This design comes from an exercise in tuning for small area, a short achievable clock period and few clock cycles on the open sky130 flow, not from production work. Function was checked by simulation only, so behaviour that the tests miss may differ from the original.

// Milestone1
module Milestone1 (
   input  logic            Clock,
   input  logic            resetn,
   input  logic [15:0]     SRAM_read_data,
   input  logic            M1_start,
   output logic [17:0]     SRAM_address,
   output logic [15:0]     SRAM_write_data,
   output logic            SRAM_we_n,
   output logic            M1_end
);
logic        running;
logic        wr_on;
logic [4:0]  cyc;           
logic [7:0]  col;           
logic [17:0] yptr;          
logic [17:0] wptr;          
logic [7:0]  uw [0:5];      
logic [7:0]  vw [0:5];      
logic [7:0]  ulow;          
logic [15:0] vbuf;          
logic [15:0] ybuf;          
logic [8:0]  uo, vo;        
logic [7:0]  bh;            
logic        fsel_u;
logic [7:0]  w0, w1, w2, w3, w4, w5;
logic [7:0]  t0, t1, t3, t4, t5;
logic [8:0]  fp, fq, fs;        
logic [16:0] facc;
logic [8:0]  fout;
logic        c0, c1, c157, c158, c159;    
assign fsel_u = cyc[3];
assign w0 = fsel_u ? uw[0] : vw[0];
assign w1 = fsel_u ? uw[1] : vw[1];
assign w2 = fsel_u ? uw[2] : vw[2];
assign w3 = fsel_u ? uw[3] : vw[3];
assign w4 = fsel_u ? uw[4] : vw[4];
assign w5 = fsel_u ? uw[5] : vw[5];
assign t0 = c0 ? w2 : (c1 ? w1 : w0);
assign t1 = c0 ? w2 : w1;
assign t3 = c159 ? w2 : w3;
assign t4 = c159 ? w2 : (c158 ? w3 : w4);
assign t5 = c159 ? w2 : (c158 ? w3 : (c157 ? w4 : w5));
always_ff @(posedge Clock) begin
   fp <= {1'b0, t0} + {1'b0, t5};
   fq <= {1'b0, t1} + {1'b0, t4};
   fs <= {1'b0, w2} + {1'b0, t3};
end
localparam logic [16:0] FCONST = 17'((128 + 32768) - (511 * 64) - 511);
assign facc = {4'd0, fp, 4'd0} + {6'd0, fp, 2'd0} + {8'd0, fp}
            + {2'd0, ~fq, 6'd0} + {5'd0, fq, 3'd0} + {6'd0, fq, 2'd0}
            + {1'b0, fs, 7'd0} + {3'd0, fs, 5'd0} + {8'd0, ~fs}
            + FCONST;
assign fout = facc[16:8];
logic [7:0]  ey;
logic [8:0]  exu, exv;         
logic [26:0] sr, sg, sb;
logic [7:0]  cr, cg, cb;
always_ff @(posedge Clock) begin
   if (cyc[0]) begin
      ey  <= ybuf[15:8];
      exu <= {uw[2][7], ~uw[2][7], uw[2][6:0]};
      exv <= {vw[2][7], ~vw[2][7], vw[2][6:0]};
  ...
For scale: roughly 310 flip-flops, roughly 55 I/O pins, roughly 24000 um^2 of cells after synthesis.
make LEC_CHECK=0 CAP_MARGIN=20 CORE_MARGIN=2 CORE_UTILIZATION=40 SLEW_MARGIN=20 finish   # period 13.0 ns
run.sh (not shown) runs the stock make flow with config.mk's settings and CLKGATE_MAP_FILE= SYNTH_SCRIPT=/design/flow/synth_recipe.tcl, a recipe that flattens the netlist after the stock synthesis.
Testbench counts at the start, summed over its fixed seeds: cycles 768,104.
Then changed:
--- a/flow/design.v
+++ b/flow/design.v
@@ -18,64 +18,61 @@
 logic [17:0] wptr;          
 logic [7:0]  uw [0:5];      
 logic [7:0]  vw [0:5];      
 logic [7:0]  ulow;          
 logic [15:0] vbuf;          
 logic [15:0] ybuf;          
 logic [8:0]  uo, vo;        
 logic [7:0]  bh;            
 logic        fsel_u;
 logic [7:0]  w0, w1, w2, w3, w4, w5;
 logic [7:0]  t0, t1, t3, t4, t5;
-logic [8:0]  fp, fq, fs;        
+logic [8:0]  fp, fq, fs;
 logic [16:0] facc;
 logic [8:0]  fout;
-logic        c0, c1, c157, c158, c159;    
-assign fsel_u = cyc[3];
+logic        c0, c1, c157, c158, c159;
+assign fsel_u = cyc[4];
 assign w0 = fsel_u ? uw[0] : vw[0];
 assign w1 = fsel_u ? uw[1] : vw[1];
 assign w2 = fsel_u ? uw[2] : vw[2];
 assign w3 = fsel_u ? uw[3] : vw[3];
 assign w4 = fsel_u ? uw[4] : vw[4];
 assign w5 = fsel_u ? uw[5] : vw[5];
+assign c0   = (col == 8'd0);
+assign c1   = (col == 8'd1);
+assign c157 = (col == 8'd157);
+assign c158 = (col == 8'd158);
+assign c159 = (col == 8'd159);
 assign t0 = c0 ? w2 : (c1 ? w1 : w0);
 assign t1 = c0 ? w2 : w1;
 assign t3 = c159 ? w2 : w3;
 assign t4 = c159 ? w2 : (c158 ? w3 : w4);
 assign t5 = c159 ? w2 : (c158 ? w3 : (c157 ? w4 : w5));
-always_ff @(posedge Clock) begin
-   fp <= {1'b0, t0} + {1'b0, t5};
-   fq <= {1'b0, t1} + {1'b0, t4};
-   fs <= {1'b0, w2} + {1'b0, t3};
-end
-localparam logic [16:0] FCONST = 17'((128 + 32768) - (511 * 64) - 511);
+assign fp = {1'b0, t0} + {1'b0, t5};
+assign fq = {1'b0, t1} + {1'b0, t4};
+assign fs = {1'b0, w2} + {1'b0, t3};
+localparam logic [16:0] FCONST = 17'((128 + 32768) - (511 * 64));
 assign facc = {4'd0, fp, 4'd0} + {6'd0, fp, 2'd0} + {8'd0, fp}
             + {2'd0, ~fq, 6'd0} + {5'd0, fq, 3'd0} + {6'd0, fq, 2'd0}
             + {1'b0, fs, 7'd0} + {3'd0, fs, 5'd0} + {8'd0, ~fs}
-            + FCONST;
+            + FCONST - 17'd511;
 assign fout = facc[16:8];
+logic        esel;
 logic [7:0]  ey;
-logic [8:0]  exu, exv;         
+logic [8:0]  exu, exv;
 logic [26:0] sr, sg, sb;
 logic [7:0]  cr, cg, cb;
-always_ff @(posedge Clock) begin
-   if (cyc[0]) begin
-      ey  <= ybuf[15:8];
-      exu <= {uw[2][7], ~uw[2][7], uw[2][6:0]};
-      exv <= {vw[2][7], ~vw[2][7], vw[2][6:0]};
-   end else begin
-      ey  <= ybuf[7:0];
-      exu <= uo;
-      exv <= vo;
-   end
-end
+assign esel = cyc[1];
+assign ey  = esel ? ybuf[15:8] : ybuf[7:0];
+assign exu = esel ? {uw[2][7], ~uw[2][7], uw[2][6:0]} : uo;
+assign exv = esel ? {vw[2][7], ~vw[2][7], vw[2][6:0]} : vo;
 localparam int KYY = -76284*16 - 255*4;
 localparam logic [26:0] KR = 27'(KYY - 104595*256 - 511*(32768 + 2048 + 1));
 localparam logic [26:0] KG = 27'(KYY + 25624*256 + 53281*256
                                  - 511*(32768 + 1024 + 32)
                                  - 511*(65536 + 4096 + 32 + 1));
 localparam logic [26:0] KB = 27'(KYY - 132251*256 - 511*(4 + 1));
 logic [7:0]  ny;
 logic [8:0]  nu, nv;
 assign ny = ~ey;
 assign nu = ~exu;
 assign nv = ~exv;
@@ -116,57 +113,49 @@
       wr_on     <= 1'b0;
    end else begin
       if (~running) begin
          SRAM_we_n <= 1'b1;
          if (M1_start) begin
             running <= 1'b1;
             M1_end  <= 1'b0;
             wr_on   <= 1'b0;
          end
       end else begin
          SRAM_we_n <= ~(wr_on & (cyc[1] | cyc[2] | cyc[3]));
-         if (cyc[3] & c0) wr_on <= 1'b1;
+         if (cyc[3] & c159) wr_on <= 1'b1;
          if (cyc[4] & (yptr == 18'd38401)) begin
             running <= 1'b0;
             M1_end  <= 1'b1;
          end
       end
    end
 end
 always_ff @(posedge Clock) begin
    if (~running & M1_start) begin
       cyc  <= 5'b00001;
       col  <= 8'd155;
-      {c157, c158, c159, c0, c1} <= 5'd0;
       yptr <= 18'h3fffc;       
       wptr <= 18'd146944;
       SRAM_address <= 18'd57600;
    end else begin
       cyc <= {cyc[3:0], cyc[4]};
       if (cyc[4]) SRAM_address <= caddr;
       if (cyc[0]) begin
          SRAM_address <= yptr;
          yptr <= yptr + 18'd1;
       end
       if (cyc[1] | cyc[2] | cyc[3]) begin
          SRAM_address <= wptr;
          if (wr_on) wptr <= wptr + 18'd1;
       end
-      if (cyc[2]) begin
-         col  <= c159 ? 8'd0 : col + 8'd1;
-         c157 <= (col == 8'd156);
-         c158 <= c157;
-         c159 <= c158;
-         c0   <= c159;
-         c1   <= c0;
-      end
+      if (cyc[3]) col <= c159 ? 8'd0 : col + 8'd1;
    end
    if (cyc[4]) uo <= fout;
    if (cyc[0]) vo <= fout;
    bh <= cb;
    if (cyc[1]) SRAM_write_data <= {cr, cg};
    else if (cyc[2]) SRAM_write_data <= {bh, cr};
    else SRAM_write_data <= {cg, cb};
    if (cyc[2]) begin
       uw[0] <= uw[1]; uw[1] <= uw[2]; uw[2] <= uw[3]; uw[3] <= uw[4]; uw[4] <= uw[5];
       vw[0] <= vw[1]; vw[1] <= vw[2]; vw[2] <= vw[3]; vw[3] <= vw[4]; vw[4] <= vw[5];
       if (~yptr[0]) begin         
Outcome: Final area falls by a few percent. Wire length goes down by a few percent. Die area drops by a few percent. Area after synthesis went down by a few percent. Via count goes down by a few percent. First-iteration DRC count rose by a quarter to a third.
Testbench counts after the change, summed over its fixed seeds: cycles 768,104.

-- re-timing with driven ports --
How much do the figures lean on ideal ports? The routed layouts below were timed once more, with nothing changed but the port constraints.
Step 1 sets driving cells, clkbuf_16 on the clock port and buf_2 on the other inputs (assumed; they add their load-dependent delay and slew).
Step 2, shift: input delay + t, output delay - t, t = (earliest + latest rising clock arrival at the registers) / 2. This alone moves slack from input paths to output paths.
Slacks: ideal / step 1 / step 2; pairs: ideal / step 1.
| run | shift t [ns] | slack for setup (ns) | hold slack, ns | worst register clock-pin slew, ns | worst slew at a driven data input, ns |
|---|---|---|---|---|---|
| the first run | 0.603 | 5.170 / 5.170 / 5.170 | 0.448 / 0.448 / 0.448 | 0.07 / 0.07 | 0.04 |
| the second run | 0.612 | 4.320 / 4.320 / 4.320 | 0.449 / 0.449 / 0.449 | 0.08 / 0.08 | 0.09 |
After both steps every run listed still meets setup and hold.
